This is an optimization exercise on Yosys and OpenROAD, whose aim is small area, not a production implementation.
RTL that was checked went through simulation tests only; none was proved equivalent to the original.
Power and IR drop assume default switching activity.

==> module BandaAsamblare, before the edit <==
module BandaAsamblare(clear, load, clk, A, B, operatie, Result, exp);
    input clear, load, clk;
    input wire [15:0] A, B;
    input wire operatie;
    output wire [15:0] Result;
    output wire [9:0] exp;
    wire le = load & ~clear;     
    wire hd = ~load & ~clear;    
    reg [9:0]  e0n;    
    reg [19:0] f0n;    
    reg        s0n;    
    always @(posedge clk) begin
        e0n <= ~({A[14:10], B[14:10]} & {10{~clear}});
        f0n <= ~({A[9:0], B[9:0]} & {20{~clear}});
        s0n <= ~((A[15] ^ B[15]) & ~clear);
    end
    reg [9:0] e1n;
    reg [4:0] e2;
    wire [4:0] ea = ~e1n[9:5];
    wire [4:0] eb = ~e1n[4:0];
    wire gt = ea > eb;
    wire lt = eb > ea;
    wire [4:0] d = gt ? ea - eb : eb - ea;
    wire [4:0] emax = gt ? ea : (lt ? eb : 5'd0);
    always @(posedge clk) begin
        e1n <= e0n;
        e2 <= emax;
    end
    reg [19:0] f1;
    reg        s1;
    always @(posedge clk) begin
        f1 <= (~f0n & {20{le}}) | (f1 & {20{hd}});
        s1 <= (~s0n & le) | (s1 & hd);
    end
    wire [9:0]  fa = f1[19:10];
    wire [9:0]  fb = f1[9:0];
    wire [9:0]  xb = gt ? fa : fb;
    wire [10:0] sm = {1'b1, gt ? fb : fa};
    wire [10:0] sh = sm >> d;
    reg  [9:0]  x2, y2;
    reg         s2;
    always @(posedge clk) begin
        x2 <= (xb & {10{le}}) | (x2 & {10{hd}});
        y2 <= (sh[9:0] & {10{le}}) | (y2 & {10{hd}});
        s2 <= (s1 & le) | (s2 & hd);
    end
    wire [10:0] r  = operatie ? {1'b0, x2} - {1'b0, y2} : {1'b0, x2} + {1'b0, y2};
    wire [9:0]  fn = r[10] ? {1'b0, r[9:1]} : r[9:0];
    wire [4:0]  en = e2 + {4'd0, r[10]};
    reg  [14:0] m3;
    always @(posedge clk)
        m3 <= ({en, fn} & {15{le}}) | (m3 & {15{hd}});
    reg [15:0] m4, m5;
    always @(posedge clk) begin
        m4 <= ({s2, m3} & {16{le}}) | (m4 & {16{hd}});
        m5 <= (m4 & {16{le}}) | (m5 & {16{hd}});
    end
    assign Result = m5;
    assign exp = m5[9:0];
endmodule
Settings: LEC_CHECK=0, ABC_AREA=1, CAP_MARGIN=20, CORE_MARGIN=2, CORE_UTILIZATION=40, SLEW_MARGIN=20; clock period 4.0 ns.
standard.sh (not shown) runs the stock make flow with config.mk's settings and CLKGATE_MAP_FILE= SYNTH_SCRIPT=/design/flow/synth_recipe.tcl, a recipe that flattens the netlist after the stock synthesis.
==> flow/flow/run.sh <==
#!/bin/bash
set -euo pipefail
W=$(pwd)
rm -rf "$W/scripts_abc"
cp -r "$FLOW_HOME/scripts" "$W/scripts_abc"
cp "$W/flow/abc_area.script" "$W/scripts_abc/abc_area.script"
CTS="-sink_clustering_enable -repair_clock_nets -dont_use_dummy_load -buf_list {sky130_fd_sc_hd__clkbuf_4} -root_buf sky130_fd_sc_hd__clkbuf_8"
bash standard.sh SCRIPTS_DIR="$W/scripts_abc" ABC_AREA=1 ADDER_MAP_FILE= \
  "CTS_ARGS=$CTS" \
  "BUFFER_PORTS_ARGS=-buffer_cell sky130_fd_sc_hd__buf_1" GPL_TIMING_DRIVEN=0 REMOVE_ABC_BUFFERS=1 MIN_BUF_CELL_AND_PORTS='sky130_fd_sc_hd__buf_1 A X' \
  finish > flow.log 2>&1
==> flow/flow/abc_area.script <==
strash
dch
amap
&get -n
&st
&dch
&nf -a
&put
mfs2
strash
dch
amap
topo
stime -c
Edit:
--- a/flow/design.v
+++ b/flow/design.v
@@ -12,23 +12,27 @@
     reg        s0n;    
     always @(posedge clk) begin
         e0n <= ~({A[14:10], B[14:10]} & {10{~clear}});
         f0n <= ~({A[9:0], B[9:0]} & {20{~clear}});
         s0n <= ~((A[15] ^ B[15]) & ~clear);
     end
-    reg [9:0] e1n;
+    wire [4:0] ea = ~e0n[9:5];
+    wire [4:0] eb = ~e0n[4:0];
+    wire gt0 = ea > eb;
+    wire lt0 = eb > ea;
+    wire [4:0] d0 = gt0 ? ea - eb : eb - ea;
+    wire [4:0] emax0 = gt0 ? ea : (lt0 ? eb : 5'd0);
+    reg       gt;
+    reg [4:0] d;
+    reg [4:0] emax;
     reg [4:0] e2;
-    wire [4:0] ea = ~e1n[9:5];
-    wire [4:0] eb = ~e1n[4:0];
-    wire gt = ea > eb;
-    wire lt = eb > ea;
-    wire [4:0] d = gt ? ea - eb : eb - ea;
-    wire [4:0] emax = gt ? ea : (lt ? eb : 5'd0);
     always @(posedge clk) begin
-        e1n <= e0n;
-        e2 <= emax;
+        gt   <= gt0;
+        d    <= d0;
+        emax <= emax0;
+        e2   <= emax;
     end
     reg [19:0] f1;
     reg        s1;
     always @(posedge clk) begin
         f1 <= (~f0n & {20{le}}) | (f1 & {20{hd}});
         s1 <= (~s0n & le) | (s1 & hd);
Outcome: The changed run went through all stages and came out clean. Non-clock buffer count goes down by 4. Core utilization goes down by 1.6 points. Cell count goes down by 0.37%. Clock power stays flat. Setup slack degrades by 0.062 ns. Global-route usage goes up by 0.34 points. Wire length goes down by 5.3%.
The RTL of the first run of this note was laid out without a check of its function.

* * *

The RTL this note starts from:
==> flow/design.v <==
`timescale 1ns / 1ps
module BandaAsamblare(clear, load, clk, A, B, operatie, Result, exp);
    input clear, load, clk;
    input wire [15:0] A, B;
    input wire operatie;
    output wire [15:0] Result;
    output wire [9:0] exp;
    wire le = load & ~clear;     
    wire hd = ~load & ~clear;    
    reg [9:0]  e0n;    
    reg [19:0] f0;     
    reg        s0;     
    reg        c0;     
    always @(posedge clk) begin
        e0n <= ~({A[14:10], B[14:10]} & {10{~clear}});
        f0  <= {A[9:0], B[9:0]};
        s0  <= A[15] ^ B[15];
        c0  <= clear;
    end
    wire le1 = le & ~c0;     
    wire [4:0] ea = ~e0n[9:5];
    wire [4:0] eb = ~e0n[4:0];
    wire gt0 = ea > eb;
    wire lt0 = eb > ea;
    wire [4:0] d0 = gt0 ? ea - eb : eb - ea;
    wire [4:0] emax0 = gt0 ? ea : (lt0 ? eb : 5'd0);
    reg       gt;
    reg [3:0] d;       
    reg [4:0] emax;
    reg [4:0] e2;
    always @(posedge clk) begin
        gt   <= gt0;
        d    <= d0[3:0] | {4{d0[4]}};
        emax <= emax0;
        e2   <= emax;
    end
    reg [19:0] f1;
    reg        s1;
    always @(posedge clk) begin
        f1 <= (f0 & {20{le1}}) | (f1 & {20{hd}});
        s1 <= (s0 & le1) | (s1 & hd);
    end
    wire [9:0]  fa = f1[19:10];
    wire [9:0]  fb = f1[9:0];
    wire [9:0]  xb = gt ? fa : fb;
    wire [10:0] sm = {1'b1, gt ? fb : fa};
    wire [10:0] sh = sm >> d;
    reg  [9:0]  x2, y2;
    reg         s2;
    always @(posedge clk) begin
        x2 <= (xb & {10{le}}) | (x2 & {10{hd}});
        y2 <= (sh[9:0] & {10{le}}) | (y2 & {10{hd}});
        s2 <= (s1 & le) | (s2 & hd);
    end
    wire [9:0]  yb = y2 ^ {10{operatie}};
    wire [10:0] cy;
    wire [10:0] r;
    assign cy[0] = operatie;
    genvar gi;
    generate for (gi = 0; gi < 10; gi = gi + 1) begin : rc
        assign r[gi]    = x2[gi] ^ yb[gi] ^ cy[gi];
        assign cy[gi+1] = (x2[gi] & yb[gi]) | (cy[gi] & (x2[gi] ^ yb[gi]));
    end endgenerate
    assign r[10] = cy[10] ^ operatie;
    wire [9:0]  fn = r[10] ? {1'b0, r[9:1]} : r[9:0];
    wire [4:0]  en = e2 + {4'd0, r[10]};
    reg  [14:0] m3;
    always @(posedge clk)
        m3 <= ({en, fn} & {15{le}}) | (m3 & {15{hd}});
    reg [15:0] m4, m5;
    always @(posedge clk) begin
        m4 <= ({s2, m3} & {16{le}}) | (m4 & {16{hd}});
        m5 <= (m4 & {16{le}}) | (m5 & {16{hd}});
    end
    assign Result = m5;
    assign exp = m5[9:0];
endmodule
clock: 4.0 ns
lec_check: 0
abc_area: 1
cap_margin: 20
core_margin: 2
core_utilization: 40
slew_margin: 20
==> flow/flow/run.sh <==
#!/bin/bash
# Own layout flow: the standard ORFS flow (standard.sh) with
#  - area-oriented ABC scripts and no adder-cell mapping in synthesis: synthesis is run once
#    per flow/abc_*.script (each in its own try_* folder) and the script giving the smallest
#    synthesized area is used for the layout; registers are untouched (dfflibmap runs before
#    ABC, names as in the standard synthesis),
#  - the smallest buffer (buf_1) for the port buffers,
#  - clock tree synthesis without dummy loads, clkbuf_4 leaves and a clkbuf_8 root.
# Each make run's output goes to its own log (try_*.log, flow.log); ORFS keeps each step's
# log under orfs/logs (and try_*/logs).
set -euo pipefail
W=$(pwd)
rm -rf "$W/scripts_abc"
cp -r "$FLOW_HOME/scripts" "$W/scripts_abc"

# trial syntheses
pids=()
for s in "$W"/flow/abc_*.script; do
  n=$(basename "$s" .script)
  rm -rf "$W/sd_$n" "$W/try_$n"
  cp -r "$FLOW_HOME/scripts" "$W/sd_$n"
  cp "$s" "$W/sd_$n/abc_area.script"
  sed -e "s#WORK_HOME=[^ ]*#WORK_HOME=$W/try_$n#" -e '/^if \[\[/,$d' standard.sh > "$W/try_$n.sh"
  bash "$W/try_$n.sh" SCRIPTS_DIR="$W/sd_$n" ABC_AREA=1 ADDER_MAP_FILE= synth > "$W/try_$n.log" 2>&1 &
  pids+=($!)
  if (( ${#pids[@]} >= 3 )); then wait "${pids[0]}" || true; pids=("${pids[@]:1}"); fi
done
for p in "${pids[@]}"; do wait "$p" || true; done

best=""; best_area=""
for s in "$W"/flow/abc_*.script; do
  n=$(basename "$s" .script)
  f=$(ls "$W"/try_$n/reports/*/*/*/synth_stat.txt 2>/dev/null | head -1 || true)
  [[ -n "$f" ]] || continue
  a=$(awk '/Chip area for module/ {print $NF}' "$f" | tail -1)
  echo "$n $a" >> "$W/abc_choice.log"
  if [[ -z "$best" ]] || awk -v a="$a" -v b="$best_area" 'BEGIN{exit !(a<b)}'; then best=$s; best_area=$a; fi
done
[[ -n "$best" ]] || best="$W/flow/abc_ax.script"
echo "chosen $(basename "$best") $best_area" >> "$W/abc_choice.log"
cp "$best" "$W/scripts_abc/abc_area.script"
rm -rf "$W"/sd_abc_*

CTS="-sink_clustering_enable -repair_clock_nets -dont_use_dummy_load"
CTS="$CTS -buf_list {sky130_fd_sc_hd__clkbuf_4} -root_buf sky130_fd_sc_hd__clkbuf_8"
bash standard.sh SCRIPTS_DIR="$W/scripts_abc" ABC_AREA=1 ADDER_MAP_FILE= \
  "CTS_ARGS=$CTS" \
  "BUFFER_PORTS_ARGS=-buffer_cell sky130_fd_sc_hd__buf_1" \
  finish > flow.log 2>&1
Other scripts of this flow, unchanged in this note and not shown: flow/flow/abc_a3.script, flow/flow/abc_ax.script, flow/flow/abc_h1.script, flow/flow/abc_m3.script, flow/flow/abc_q2.script, flow/flow/abc_s1.script, flow/flow/abc_s4.script
==> next run, changes <==
--- a/flow/design.v
+++ b/flow/design.v
@@ -7,32 +7,33 @@
     output wire [9:0] exp;
     wire le = load & ~clear;     
     wire hd = ~load & ~clear;    
-    reg [9:0]  e0n;    
     reg [19:0] f0;     
     reg        s0;     
     reg        c0;     
     always @(posedge clk) begin
-        e0n <= ~({A[14:10], B[14:10]} & {10{~clear}});
         f0  <= {A[9:0], B[9:0]};
         s0  <= A[15] ^ B[15];
         c0  <= clear;
     end
     wire le1 = le & ~c0;     
-    wire [4:0] ea = ~e0n[9:5];
-    wire [4:0] eb = ~e0n[4:0];
+    wire [4:0] ea = A[14:10];
+    wire [4:0] eb = B[14:10];
     wire gt0 = ea > eb;
     wire lt0 = eb > ea;
     wire [4:0] d0 = gt0 ? ea - eb : eb - ea;
     wire [4:0] emax0 = gt0 ? ea : (lt0 ? eb : 5'd0);
-    reg       gt;
-    reg [3:0] d;       
-    reg [4:0] emax;
+    reg       gtz, gt;
+    reg [3:0] dz, d;
+    reg [4:0] emaxz, emax;
     reg [4:0] e2;
     always @(posedge clk) begin
-        gt   <= gt0;
-        d    <= d0[3:0] | {4{d0[4]}};
-        emax <= emax0;
-        e2   <= emax;
+        gtz   <= gt0 & ~clear;
+        dz    <= (d0[3:0] | {4{d0[4]}}) & {4{~clear}};
+        emaxz <= emax0 & {5{~clear}};
+        gt    <= gtz;
+        d     <= dz;
+        emax  <= emaxz;
+        e2    <= emax;
     end
     reg [19:0] f1;
     reg        s1;
@@ -52,16 +53,7 @@
         y2 <= (sh[9:0] & {10{le}}) | (y2 & {10{hd}});
         s2 <= (s1 & le) | (s2 & hd);
     end
-    wire [9:0]  yb = y2 ^ {10{operatie}};
-    wire [10:0] cy;
-    wire [10:0] r;
-    assign cy[0] = operatie;
-    genvar gi;
-    generate for (gi = 0; gi < 10; gi = gi + 1) begin : rc
-        assign r[gi]    = x2[gi] ^ yb[gi] ^ cy[gi];
-        assign cy[gi+1] = (x2[gi] & yb[gi]) | (cy[gi] & (x2[gi] ^ yb[gi]));
-    end endgenerate
-    assign r[10] = cy[10] ^ operatie;
+    wire [10:0] r  = operatie ? {1'b0, x2} - {1'b0, y2} : {1'b0, x2} + {1'b0, y2};
     wire [9:0]  fn = r[10] ? {1'b0, r[9:1]} : r[9:0];
     wire [4:0]  en = e2 + {4'd0, r[10]};
     reg  [14:0] m3;
The new run completed without violations. Final cell count grows by a few percent. Critical path depth shrinks by 5. Final area grows by a few percent. Total power grows by a little under a tenth. Sequential share of layout area shrinks by 1.1 points. Via count grows by a few percent. Clock-buffer cell count is unchanged.
No run of this note included a check of the RTL's function; only the layout flow was run.

[separate check: timing with driven ports]
In the flow no input, the clock included, has a driving cell. The finished layouts below were timed again as built, in two steps.
Step 1 sets driving cells, clkbuf_16 on the clock port and buf_2 on the other inputs (assumed; they add their load-dependent delay and slew).
Step 2, shift: input delay + t, output delay - t, t = (earliest + latest rising clock arrival at the registers) / 2. This alone moves slack from input paths to output paths.
a / b / c = ideal ports / drivers / drivers and shift; a / b = the first two.
run	t, ns	slack for setup (ns)	clock arrival spread, ns
the first run of note 1	0.433	0.182 / 0.182 / -0.177	0.030 / 0.030
the second run of note 1	0.432	0.121 / 0.134 / -0.299	0.028 / 0.029
the first run of note 2	0.438	0.360 / 0.365 / -0.073	0.023 / 0.024
the second run of note 2	0.441	0.274 / 0.281 / -0.160	0.043 / 0.042
With both steps, setup timing fails in every run listed, where it was met with ideal ports. For the second run of note 2, which loses most, drivers alone change the setup slack by +0.007 ns; drivers and shift together by -0.434 ns.
